Background: an optimization exercise with open tools, aiming at small area. Do not read the settings as production practice.
In this exercise RTL edits were held to simulation tests only and were not proved equivalent to the original.
Power and IR drop assume default switching activity.

==> design/flow/design.v <==
module VGA
#(
	parameter HS_Tpw640_480 = 16'd95,
	parameter HS_Ts640_480 = 16'd799,
	parameter VS_Tpw640_480 = 16'd1,
	parameter VS_Ts640_480 = 16'd524,
	parameter HS_Tbp640_480 = 16'd48,
	parameter HS_Tfp640_480 = 16'd17,
	parameter VS_Tbp640_480 = 16'd33,
	parameter VS_Tfp640_480 = 16'd11,
	parameter HS_Tpw800_600 = 16'd119,
	parameter HS_Ts800_600 = 16'd1039,
	parameter VS_Tpw800_600 = 16'd5,
	parameter VS_Ts800_600 = 16'd665,
	parameter HS_Tbp800_600 = 16'd64,
	parameter HS_Tfp800_600 = 16'd57,
	parameter VS_Tbp800_600 = 16'd23,
	parameter VS_Tfp800_600 = 16'd38
)
(
	input clk,
	input rst_n,
	input sw,
	output [5:0] VGA_B,
	output [5:0] VGA_G,
	output [5:0] VGA_R,
	output VGA_HS,
	output VGA_VS
);
reg [1:0] ph;
wire ta = (ph == 2'd0);
wire tb = ~ph[0];
always @(posedge clk, negedge rst_n)
	if (!rst_n) ph <= 2'd0;
	else ph <= ph + 2'd1;
reg [5:0] ahs;
reg [4:0] ahm;
reg [4:0] avs;
reg [4:0] avm;
reg ahsync, avsync;
wire ahs_end = (ahs == 6'd39);
wire ah_wrap = ahs_end && (ahm == 5'd19);
wire a_line  = (ahm == 5'd16) && (ahs == 6'd15);  
wire a_sync  = (ahm == 5'd16) && (ahs == 6'd17);  
wire a_hson  = (ahm == 5'd18) && (ahs == 6'd33);  
wire avs_end = (avs == 5'd29);
wire av_wrap = (avm == 5'd17) && (avs == 5'd14);
always @(posedge clk, negedge rst_n)
	if (!rst_n) begin
		ahs <= 6'd16;
		ahm <= 5'd16;
		avs <= 5'd10;
		avm <= 5'd16;
		ahsync <= 1'b0;
		avsync <= 1'b0;
	end
	else if (ta) begin
		if (ahs_end) begin
			ahs <= 6'd0;
			ahm <= ah_wrap ? 5'd0 : ahm + 5'd1;
		end
		else
			ahs <= ahs + 6'd1;
		if (a_line) begin
			if (av_wrap) begin
				avs <= 5'd0;
				avm <= 5'd0;
			end
			else if (avs_end) begin
				avs <= 5'd0;
				avm <= avm + 5'd1;
			end
			else
				avs <= avs + 5'd1;
		end
		if (a_sync)
			ahsync <= 1'b0;
		else if (a_hson)
			ahsync <= 1'b1;
		if (a_sync && avm == 5'd16 && avs == 5'd10)       
			avsync <= 1'b0;
		else if (a_sync && avm == 5'd16 && avs == 5'd12)  
			avsync <= 1'b1;
	end
wire a_hwin = (ahm < 5'd16 && !(ahm == 5'd0 && ahs == 6'd0)) || (ahm == 5'd16 && ahs == 6'd0);
wire a_on = a_hwin && !avm[4];
wire [3:0] a_r = ahm[4] ? 4'd0 : ahm[3:0];
wire [3:0] a_g = a_on ? avm[3:0] : 4'd0;
reg [5:0] bhs;
reg [4:0] bhm;
reg [5:0] bvs;
reg [4:0] bvm;
reg bhsync, bvsync;
wire bhs_end = (bhs == 6'd49);
wire bh_wrap = (bhm == 5'd20) && (bhs == 6'd39);
wire b_line  = (bhm == 5'd17) && (bhs == 6'd5);   
wire b_sync  = (bhm == 5'd17) && (bhs == 6'd7);   
wire b_hson  = (bhm == 5'd19) && (bhs == 6'd27);  
wire bvs_end = (bvs == {5'b10010, bvm[0]});        
wire bv_wrap = (bvm == 5'd17) && (bvs == 6'd28);
always @(posedge clk, negedge rst_n)
	if (!rst_n) begin
		bhs <= 6'd6;
		bhm <= 5'd17;
		bvs <= 6'd0;
		bvm <= 5'd17;
		bhsync <= 1'b0;
		bvsync <= 1'b0;
	end
	else if (tb) begin
		if (bh_wrap) begin
			bhs <= 6'd0;
			bhm <= 5'd0;
		end
		else if (bhs_end) begin
			bhs <= 6'd0;
			bhm <= bhm + 5'd1;
		end
		else
			bhs <= bhs + 6'd1;
		if (b_line) begin
			if (bv_wrap) begin
				bvs <= 6'd0;
				bvm <= 5'd0;
			end
			else if (bvs_end) begin
				bvs <= 6'd0;
				bvm <= bvm + 5'd1;
			end
			else
				bvs <= bvs + 6'd1;
		end
		if (b_sync)
			bhsync <= 1'b0;
		else if (b_hson)
			bhsync <= 1'b1;
		if (b_sync && bvm == 5'd17 && bvs == 6'd0)       
			bvsync <= 1'b0;
		else if (b_sync && bvm == 5'd17 && bvs == 6'd6)  
			bvsync <= 1'b1;
	end
wire b_hwin = (bhm < 5'd16 && !(bhm == 5'd0 && bhs == 6'd0)) || (bhm == 5'd16 && bhs == 6'd0);
wire b_on = b_hwin && !bvm[4];
wire [3:0] b_r = bhm[4] ? 4'd0 : bhm[3:0];
wire [3:0] b_g = b_on ? bvm[3:0] : 4'd0;
assign VGA_R = {2'b00, sw ? b_r : a_r};
assign VGA_G = {2'b00, sw ? b_g : a_g};
assign VGA_B = {3'b000, sw ? b_on : a_on, 2'b00};
assign VGA_HS = sw ? bhsync : ahsync;
assign VGA_VS = sw ? bvsync : avsync;
endmodule
==> design/flow/run.sh <==
#!/bin/bash
# synth_recipe.tcl (not shown) runs the flow's synth.tcl, then flattens the netlist and writes it again
# the make line also repeats each setting of config.mk as NAME=value (left out here)
make -C /OpenROAD-flow-scripts/flow DESIGN_CONFIG=/design/flow/config.mk WORK_HOME=/design/flow/orfs CLKGATE_MAP_FILE= SYNTH_SCRIPT=/design/flow/synth_recipe.tcl finish
==> design/flow/config.mk <==
export PLATFORM = sky130hd
export DESIGN_NAME = VGA
export DESIGN_NICKNAME = VGA
export VERILOG_FILES = /design/flow/design.v
export SDC_FILE = /design/flow/constraint.sdc
export NUM_CORES = 4
export LEC_CHECK = 0
export CAP_MARGIN = 20
export CORE_MARGIN = 2
export CORE_UTILIZATION = 70
export CTS_BUF_LIST = sky130_fd_sc_hd__clkbuf_8 sky130_fd_sc_hd__clkbuf_16
export CTS_CLUSTER_DIAMETER = 500
export CTS_CLUSTER_SIZE = 60
export SLEW_MARGIN = 20
==> design/flow/constraint.sdc <==
create_clock -name core_clock -period 10.0 [get_ports {clk}]
set_input_delay 2.0000 -clock core_clock [delete_from_list [all_inputs] [get_ports {clk}]]
set_output_delay 2.0000 -clock core_clock [all_outputs]
set_load 0.01 [all_outputs]
==> flow_summary.toml, run 1 <==
[clock_network]
hold_buffers = 0
numCtsBuffers = 5
htree_levels = 2
insertion_delay_ps = 310
clk_pin_slew_ps = 80
root_buffer = "clkbuf_8"
cts_resized = 0
cts_buffer_depth = 2
post-cts-setup-buffer-count = 0
clock-sinks = 49
cts_tree = "yes"

[power]
clkPwrFrac = 0.370
swShare = 0.2234
comb_power_share = 0.025
pwr-share-seq = 0.606
cellLeakagePower_nw = 1.400
switchingPower_w = 0.00007313
ir_worst_vdd_v = 0.00005810
powerDensity_nw_per_um2 = 98.64
internal_power_w = 0.0002542

[drt]
wl_met1_um = 2882
drtIter0Drc = 176
post_drt_via_cell_ratio = 6.104
drt_drc_violations_left = 0
wl_met2_um = 3113
avgRoutedWirePerCell_um = 15.81
postRouteAntennaNets = 0
num_vias = 2417
highest_layer = "met4"
totalWireLength_um = 6260
dr.pass1.iters = 4
route.met3.wl_um = 180

[worst_hold_path]
hold_path.class = "register to register"
holdCritStartpoint = "bhsync$_DFFE_PN0P_"
whs_path_depth = 1
hold-path-endpoint = "bhsync$_DFFE_PN0P_"

[final_layout]
multi_input_area_sq_um = 1705
seqCellArea_sq_um = 1240
final_cell_mix = "dfrtp_1, nand2_1, o21ai_0"
layout-drive-gt1-share = 0.09302
utilization = 0.7674
num_antenna_cells = 0
final_common_cell = "dfrtp_1"
layout.nets = 371
syn_to_final_growth_pct = 5.742
fillCellCount = 327

[synthesis]
synth_area_sq_um = 3138
synth_area_leaders = "dfrtp_1, ha_1, dfstp_2"
yosys.cell_types.count = 58
synth_edf_count = 0
syn_avg_cell_area_sq_um = 9.339
synth_ff_type = "dfrtp_1"
syn-instance-count = 336
ys_seq_elements = 49
synth-seq-area-share = 0.3951
async_reset_ff_frac = 1.000
netlist.area_leader.share = 0.3030
yosysTopAreaCell = "dfrtp_1"
synth.yosys.warnings = 1

[die]
die_h_um = 70.96
core_sq_um = 4324
die_area_sq_um = 5035
num_rows = 24
fp.dieW_um = 70.96
start_util = 0.7257
pin_count = 23

[worst_setup_path]
worstPathRequired_ps = 8000
crit_top_cell = "clkdlybuf4s50_1"
worstSetupEndpointType = "output port"
r2r-end = "avs[4]$_DFFE_PN0P_"
path_buf_inv = 2
slowest_stage = "clkdlybuf4s50_1"
worst_setup_path_start_kind = "input pin"
crit_chain = "clkdlybuf4s50_1 > nor3b_1 > a22o_1 > clkdlybuf4s50_1"
cp_max_fo = 12
crit_type = "input pin to output port"
reg2regPathDepth = 7
crit_family = "buffers and inverters"
reg2reg_slack_ps = 7410
r2r-start = "ph[0]$_DFF_PN0_"
max_stage_delay_ps = 770
cp_data_arrival_time_ps = 4030

[global_route]
grt_max_degree = 50
antenna_found_initial = 0
grt-ovfl-total = 0
grt_pass1_vias = 2389
grt.total_usage = 0.2730
grt_pass1_wl_um = 11040

[run]
drv_cap = 0

[sta]
fin_crit_sh = 0.6027
rsz0062_at_grt = "false"
hold_violations = 0
slew_viol_final = 0
clock_skew_ps = 10.18
relSlewSlack = 0.5885
setup_viol = 0
fin_crit_ps = 6027
fmax_mhz = 165.9
tns_ps = 0
worstMarginPinSlew_ps = 617.2

[placed_design]
port_buffers = 13
hpwl_um = 4533
gp_congestion = 0.8101

[status]
status = "complete, no violations"
## synth_stat cells (8+ instances only)
library cell  instances
a21oi_1               9
buf_4                 9
dfrtp_1              38
dfstp_2              11
ha_1                 25
inv_1                23
nand2_1              31
nand3_1              16
nand4_1              18
nor2_1               16
o21ai_0              27
o31ai_1               8
## metrics by stage
stage,instances,power [W],setup slack (ps),hold slack [ps],area [sq um]
after floorplan,344,0.0002076,5344,458.4,3168
after global placement,388,0.0002100,4075,469.2,3226
after detailed placement,388,0.0002102,3997,481.7,3226
after CTS,396,0.0003280,3986,500.6,3316
after global routing,396,0.0003358,3852,532.7,3318
final,396,0.0003273,3973,499.1,3318
## routing by layer
layer  GRT usage  up-vias
met3     0.03419        8
li1            -     1198
met4     0.07757        0
met5           0        -
met2      0.4714       41
met1      0.3641     1170
## power groups by stage
stage / clock (W) / sequential (W) / combinational [W]
6_report: 0.000121 / 0.000198 / 0.00000808
2_1_floorplan: 0 / 0.000202 / 0.00000558
4_1_cts: 0.000122 / 0.000198 / 0.00000825
3_5_place_dp: 0 / 0.000202 / 0.00000825
5_1_grt: 0.000128 / 0.000198 / 0.00000935
3_3_place_gp: 0 / 0.000202 / 0.00000804
## sequential cells by signal, indices dropped and copies added (netlist names)
register  cells
ph            2
bhs           6
ahm           5
avs           5
bvsync        1
avsync        1
avm           5
bhm           5
bvm           5
ahsync        1
bvs           6
ahs           6
bhsync        1
## worst max-delay path by stage
stage                     startpoint       end  slack (ps)  cells after the start
final                             sw  VGA_G[0]        3970                      4
after global routing              sw  VGA_G[0]        3850                      4
after CTS                         sw  VGA_G[0]        3990                      4
after detailed placement          sw  VGA_G[0]        4000                      4
after global placement            sw  VGA_G[0]        4080                      4
after floorplan                   sw    VGA_HS        5340                      2
## final cells by class
cell class | instances | area share
multi-input combinational | 250 | 0.5140
sequential | 49 | 0.3737
timing repair buffer | 13 | 0.03846
inverter | 24 | 0.02715
clock buffer | 6 | 0.02489
tap | 52 | 0.01961
clock inverter | 2 | 0.002262
## kinds of logic after synthesis
kind of cell               synth area share
xor gates and xnor gates            0.02791
muxes                               0.02352
DFF                                  0.3951
and+or+nand+nor                      0.2396
AOI/OAI and AO/OA                    0.1419
buffers and inverters               0.07097
other                              0.001195
adders and majority gates           0.09968
==> inputs of run 2 (changes only) <==
==> design/flow/config.mk (replaced) <==
export PLATFORM = sky130hd
export DESIGN_NAME = VGA
export DESIGN_NICKNAME = VGA
export VERILOG_FILES = /design/flow/design.v
export SDC_FILE = /design/flow/constraint.sdc
export NUM_CORES = 4
export LEC_CHECK = 0
export CAP_MARGIN = 20
export CORE_MARGIN = 2
export CORE_UTILIZATION = 40
export SLEW_MARGIN = 20
==> flow_summary.toml, run 2 <==
[placed_design]
preCtsSetupSlack_ps = 4004
hpwl_um = 4498
gp_congestion = 0.8167
port_buffers = 13
postPlaceCellArea_sq_um = 3296

[worst_setup_path]
worstPathRequired_ps = 8000
cp_max_fo = 12
max_stage_delay_ps = 790
worstSetupEndpointType = "output port"
crit_chain = "clkdlybuf4s50_1 > nor3b_1 > a22o_1 > clkdlybuf4s50_1"
crit_type = "input pin to output port"
worst_setup_path_start_kind = "input pin"
slowest_stage = "clkdlybuf4s50_1"
cp_data_arrival_time_ps = 4050
crit_top_cell = "clkdlybuf4s50_1"

[sta]
relSlewSlack = 0.5883
hold_violations = 0
tns_ps = 0
whs_ps = 504.5
fmax_mhz = 165.4
clock_skew_ps = 6.795
rsz0062_at_grt = "false"
fin_crit_sh = 0.6046
fin_crit_ps = 6046
setup_viol = 0
slew_viol_final = 0
worstMarginPinSlew_ps = 617.5
finalWorstSetupSlack_ps = 3954

[clock_network]
clk_pin_slew_ps = 90
root_buffer = "clkbuf_8"
cts_buffer_depth = 2
post-cts-setup-buffer-count = 0
clock-sinks = 49
numCtsBuffers = 5
htree_levels = 2
cts_resized = 0
insertion_delay_ps = 300
hold_buffers = 0
cts_tree = "yes"

[synthesis]
synth.yosys.warnings = 1
yosys-top-cells-count = "dfrtp_1, nand2_1, o21ai_0"
syn-instance-count = 336
async_reset_ff_frac = 1.000
synth_area_sq_um = 3138
netlist.area_leader.share = 0.3030
synth-seq-area-share = 0.3951
yosysTopAreaCell = "dfrtp_1"
synth_edf_count = 0
yosys.cell_types.count = 58
ys_seq_elements = 49
syn_avg_cell_area_sq_um = 9.339
synth.most_common_cell = "dfrtp_1"
synth_area_leaders = "dfrtp_1, ha_1, dfstp_2"
synth_ff_type = "dfrtp_1"

[final_layout]
final_common_cell = "dfrtp_1"
layout.nets = 372
num_antenna_cells = 0
layout-drive-gt1-share = 0.09855
reg_top3 = "ahs: 6 flops, bhs: 6 flops, bvs: 6 flops"
final_cell_mix = "dfrtp_1, nand2_1, o21ai_0"
syn_to_final_growth_pct = 8.732
fillCellCount = 740
seqCellArea_sq_um = 1240
fin_area_sq_um = 3412
multi_input_area_sq_um = 1705

[global_route]
grt.total_usage = 0.1559
grt_pass1_vias = 2355
antenna_found_initial = 0
grt-ovfl-total = 0
grt_pass1_wl_um = 10830
grt_max_degree = 50

[power]
switchingPower_w = 0.00007338
power.total_w = 0.0003547
powerDensity_nw_per_um2 = 104.0
internal_power_w = 0.0002814
pwr-share-seq = 0.559
ir_worst_vdd_v = 0.00004345
cellLeakagePower_nw = 1.409
comb_power_share = 0.023
clkPwrFrac = 0.418
swShare = 0.2069

[die]
start_util = 0.4103
num_rows = 32
pin_count = 23
core_sq_um = 7647
die_area_sq_um = 8569
die_h_um = 92.57
fp.dieW_um = 92.57

[drt]
totalWireLength_um = 6142
dr.pass1.iters = 4
num_vias = 2430
postRouteAntennaNets = 0
drt_drc_violations_left = 0
post_drt_via_cell_ratio = 5.436
avgRoutedWirePerCell_um = 13.74
drtIter0Drc = 50

[run]
drv_cap = 0

[status]
status = "complete, no violations"

[worst_hold_path]
hold_path.class = "register to register"
[run 2: cell counts after synthesis]
Identical to the previous run, type by type.
[run 2: critical path, delay by kind of cell]
| family | cells | cell delay (ps) |
|---|---|---|
| buffers and inverters | 2 | 1320 |
| and+or+nand+nor | 1 | 500 |
| AOI/OAI and AO/OA | 1 | 220 |
[run 2: cells by family after synthesis]
group | after synthesis | share of synthesized area
XOR/XNOR | 10 | 0.02791
buffers and inverters | 45 | 0.07097
AO/OA/AOI/OAI | 70 | 0.1419
adder cells (fa/ha/maj) | 25 | 0.09968
multiplexers | 7 | 0.02352
flip-flops | 49 | 0.3951
other | 1 | 0.001195
AND/OR/NAND/NOR | 129 | 0.2396
[run 2: area by class of cell]
class                           count  share of cell area
Clock buffer                        7             0.02530
Timing Repair Buffer               14             0.03887
Clock inverter                      1            0.008801
Sequential cell                    49              0.3634
Tap cell                          102             0.03740
Multi-Input combinational cell    250              0.4998
Inverter                           24             0.02640
[run 2: final timing paths]
check	start	to	slack [ps]	cells past startpoint
setup / recovery	sw	VGA_G[0]	3950	4
hold / removal	ahsync$_DFFE_PN0P_	ahsync$_DFFE_PN0P_	500	1
setup reg to reg	ph[0]$_DFF_PN0_	avs[4]$_DFFE_PN0P_	7350	7
hold reg to reg	ahsync$_DFFE_PN0P_	ahsync$_DFFE_PN0P_	500	1
max in group asynchronous	rst_n	ahm[2]$_DFFE_PN0P_	7800	2
min in group asynchronous	rst_n	avs[2]$_DFFE_PN0P_	1790	2
[run 2: power by group through the flow]
stage	sequential (W)	combinational [W]	clock (W)
2_1_floorplan	0.000202	0.00000558	0
5_1_grt	0.000198	0.00000988	0.000161
4_1_cts	0.000198	0.00000869	0.000154
3_3_place_gp	0.000202	0.00000866	0
3_5_place_dp	0.000202	0.00000865	0
6_report	0.000198	0.00000833	0.000148
[run 2: routing by layer]
| layer | part of all wire | global-route usage | wire length, um | vias to the layer above |
|---|---|---|---|---|
| li1 | - | - | - | 1197 |
| met1 | 0.50 | 0.2067 | 3049 | 1185 |
| met2 | 0.46 | 0.2603 | 2838 | 39 |
| met3 | 0.029 | 0.02604 | 176 | 9 |
| met4 | 0.013 | 0.04851 | 78 | 0 |
| met5 | 0 | 0 | 0 | - |
[run 2: per-stage QoR]
step | utilization | cells
floorplan | - | 344
global placement | 0.4310 | 439
detailed placement | 0.4310 | 439
CTS | 0.4462 | 447
global route | 0.4462 | 447
finish | 0.4462 | 447
==> inputs of run 3 (changes only) <==
==> design/flow/flow/run.sh (new file) <==
#!/bin/bash
# Standard layout with a lighter clock tree (no dummy loads, one cluster)
# and minimum-size port buffers. Output of each make step goes to the ORFS
# logs; the overall output goes to flow.log here.
set -euo pipefail
export CTS_ARGS="-sink_clustering_enable -repair_clock_nets -sink_clustering_size 100 -sink_clustering_max_diameter 500 -buf_list sky130_fd_sc_hd__clkbuf_16 -dont_use_dummy_load"
export BUFFER_PORTS_ARGS="-buffer_cell sky130_fd_sc_hd__buf_1"
bash standard.sh > flow.log 2>&1
==> design/flow/standard.sh (new file) <==
#!/bin/bash
# synth_recipe.tcl (not shown) runs the flow's synth.tcl, then flattens the netlist and writes it again
# the make line also repeats each setting of config.mk as NAME=value (left out here)
make -C /OpenROAD-flow-scripts/flow DESIGN_CONFIG=/design/flow/config.mk WORK_HOME=/design/flow/orfs CLKGATE_MAP_FILE= SYNTH_SCRIPT=/design/flow/synth_recipe.tcl "${@:-finish}"
removed: design/flow/run.sh
==> flow_summary.toml, run 3 <==
[drt]
post_drt_via_cell_ratio = 5.423
totalWireLength_um = 6412
dr.pass1.iters = 4
drtIter0Drc = 85
drt_drc_violations_left = 0
num_vias = 2408
postRouteAntennaNets = 0
avgRoutedWirePerCell_um = 14.44

[die]
die_area_sq_um = 8569
start_util = 0.4103
core_sq_um = 7647
pin_count = 23
die_h_um = 92.57
fp.dieW_um = 92.57
num_rows = 32

[sta]
fin_crit_sh = 0.5351
fmax_mhz = 186.9
clock_skew_ps = 14.17
whs_ps = 500.6
tns_ps = 0
setup_viol = 0
worstMarginPinSlew_ps = 631.1
fin_crit_ps = 5351
relSlewSlack = 0.5793
hold_violations = 0
slew_viol_final = 0
rsz0062_at_grt = "false"

[final_layout]
syn_to_final_growth_pct = 6.619
final_common_cell = "dfrtp_1"
num_antenna_cells = 0
layout.nets = 372
fin_area_sq_um = 3346
reg_top3 = "ahs: 6 flops, bhs: 6 flops, bvs: 6 flops"
layout-drive-gt1-share = 0.09357
fillCellCount = 756
final_cell_mix = "dfrtp_1, nand2_1, o21ai_0"

[status]
status = "complete, no violations"

[power]
clkPwrFrac = 0.436
swShare = 0.2127
pwr-share-seq = 0.542
switchingPower_w = 0.00007784
cellLeakagePower_nw = 1.385
ir_worst_vdd_v = 0.00005604
comb_power_share = 0.022
internal_power_w = 0.0002880
powerDensity_nw_per_um2 = 109.4

[worst_setup_path]
crit_top_cell = "buf_1"
worst_setup_path_start_kind = "input pin"
cp_max_fo = 12
cp_data_arrival_time_ps = 3350
slowest_stage = "nor3b_1"
cp.depth = 4
crit_type = "input pin to output port"
endpoint = "VGA_G[1]"
crit_chain = "buf_1 > nor3b_1 > a22o_1 > buf_1"
reg2reg_slack_ps = 7330
worstSetupEndpointType = "output port"
startpoint = "sw"
r2r-start = "ph[0]$_DFF_PN0_"
r2r-end = "avs[4]$_DFFE_PN0P_"
crit_family = "buffers and inverters"
worstPathRequired_ps = 8000
path_buf_inv = 2
max_stage_delay_ps = 530
reg2regPathDepth = 7

[synthesis]
syn-instance-count = 336
synth.yosys.warnings = 1
ys_seq_elements = 49
synth_compound_area_frac = 0.1419
synth_ff_type = "dfrtp_1"
synth_top_family_by_area = "simple AND/OR/NAND/NOR gates"
synthAdderAreaFrac = 0.09968
yosys-top-cells-count = "dfrtp_1, nand2_1, o21ai_0"
yosysTopAreaCell = "dfrtp_1"
syn_avg_cell_area_sq_um = 9.339
synth_mux_area_frac = 0.02352
synth-seq-area-share = 0.3951
synth.most_common_cell = "dfrtp_1"
synth_area_sq_um = 3138
yosys.cell_types.count = 58
synth_area_leaders = "dfrtp_1, ha_1, dfstp_2"
netlist.area_leader.share = 0.3030
synth-xor-area-share = 0.02791
async_reset_ff_frac = 1.000
synth-simple-area-share = 0.2396
synth_edf_count = 0

[global_route]
antenna_found_initial = 0
grt_pass1_wl_um = 10910
grt_pass1_vias = 2285
grt_max_degree = 50
grt-ovfl-total = 0
grt.total_usage = 0.1569

[clock_network]
clk_pin_slew_ps = 60
insertion_delay_ps = 290
htree_levels = 2
cts_tree = "yes"
cts_buffer_depth = 2
root_buffer = "clkbuf_16"
clock-sinks = 49
cts_resized = 0
hold_buffers = 0
numCtsBuffers = 5
post-cts-setup-buffer-count = 0

[placed_design]
postPlaceCellArea_sq_um = 3221
port_buffers = 13
gp_congestion = 0.8012
hpwl_um = 4601

[worst_hold_path]
hold_path.class = "register to register"

[run]
drv_cap = 0
-- run 3: changes by cell type in the layout (fill, tap and decap cells not counted), sizes merged --
cell           delta
buf              +11
bufinv            -1
clkbuf            -1
clkdlybuf4s50    -12
-- run 3: worst min path at each step --
stage                            start            endpoint  slack (ps)  cells past startpoint
detailed placement  ahsync$_DFFE_PN0P_  ahsync$_DFFE_PN0P_         480                      1
finish              ahsync$_DFFE_PN0P_  ahsync$_DFFE_PN0P_         500                      1
global route        ahsync$_DFFE_PN0P_  ahsync$_DFFE_PN0P_         530                      1
CTS                 ahsync$_DFFE_PN0P_  ahsync$_DFFE_PN0P_         500                      1
floorplan           bhsync$_DFFE_PN0P_  bhsync$_DFFE_PN0P_         460                      1
global placement    avm[4]$_DFFE_PN1P_  avm[4]$_DFFE_PN1P_         500                      2
-- run 3: area by class of cell --
cell class / count / area (sq um) / area share
clock buffer: 5 / 125.1 / 0.03740
inverter: 24 / 90.09 / 0.02693
multi-input combinational: 250 / 1705 / 0.5097
sequential: 49 / 1240 / 0.3706
tap: 102 / 127.6 / 0.03814
timing repair buffer: 14 / 57.56 / 0.01720
-- run 3: metal layers --
metal,GRT usage,wire (um)
met5,0,0
met4,0.04353,69
met3,0.02848,199
met2,0.2543,2915
met1,0.2156,3227
-- run 3: kinds of logic after synthesis --
kind of cell               after synthesis
muxes                                    7
xor gates and xnor gates                10
and+or+nand+nor                        129
adders and majority gates               25
buffers and inverters                   45
DFF                                     49
AOI/OAI and AO/OA                       70
other                                    1
-- run 3: power groups by stage --
stage	clock network [W]	registers [W]	logic, W
2_1_floorplan	0	0.000202	0.00000558
3_3_place_gp	0	0.000202	0.00000801
3_5_place_dp	0	0.000202	0.00000822
4_1_cts	0.000165	0.000198	0.00000825
5_1_grt	0.000171	0.000198	0.00000921
6_report	0.000160	0.000198	0.00000789
-- run 3: metrics by stage --
| stage | instances | utilization | total power (W) | worst slack [ps] |
|---|---|---|---|---|
| 3_5_place_dp | 439 | 0.4211 | 0.0002102 | 4682 |
| 3_3_place_gp | 439 | 0.4211 | 0.0002100 | 4807 |
| 4_1_cts | 444 | 0.4375 | 0.0003711 | 4674 |
| 5_1_grt | 444 | 0.4375 | 0.0003787 | 4507 |
| 6_report | 444 | 0.4375 | 0.0003659 | 4649 |
| 2_1_floorplan | 344 | - | 0.0002076 | 5344 |

separate check: timing with driven ports:
In the flow no input, the clock included, has a driving cell. The finished layouts below were timed again as built, in two steps.
Step 1 assumes that a clkbuf_16 drives the clock port and a buf_2 every other input.
Step 2 adds t to the input delays and takes it off the output delays; t is the mean of the earliest and latest rising clock arrival at the registers after step 1. Input paths then give back, and output paths get back, about the clock's delay inside the block.
a / b / c = no drivers / after step 1 / after step 2; a / b = the first two.
| run | t (ns) | setup WS [ns] | hold WS [ns] | worst setup path at the end | clock arrival spread, ns |
|---|---|---|---|---|---|
| run 1 | 0.330 | 3.973 / 3.948 / 3.948 | 0.499 / 0.499 / 0.499 | input to output | 0.010 / 0.011 |
| run 2 | 0.329 | 3.954 / 3.929 / 3.929 | 0.505 / 0.505 / 0.505 | input to output | 0.007 / 0.007 |
| run 3 | 0.322 | 4.649 / 4.625 / 4.625 | 0.501 / 0.501 / 0.501 | input to output | 0.014 / 0.015 |
After both steps setup and hold are still met in every run listed.
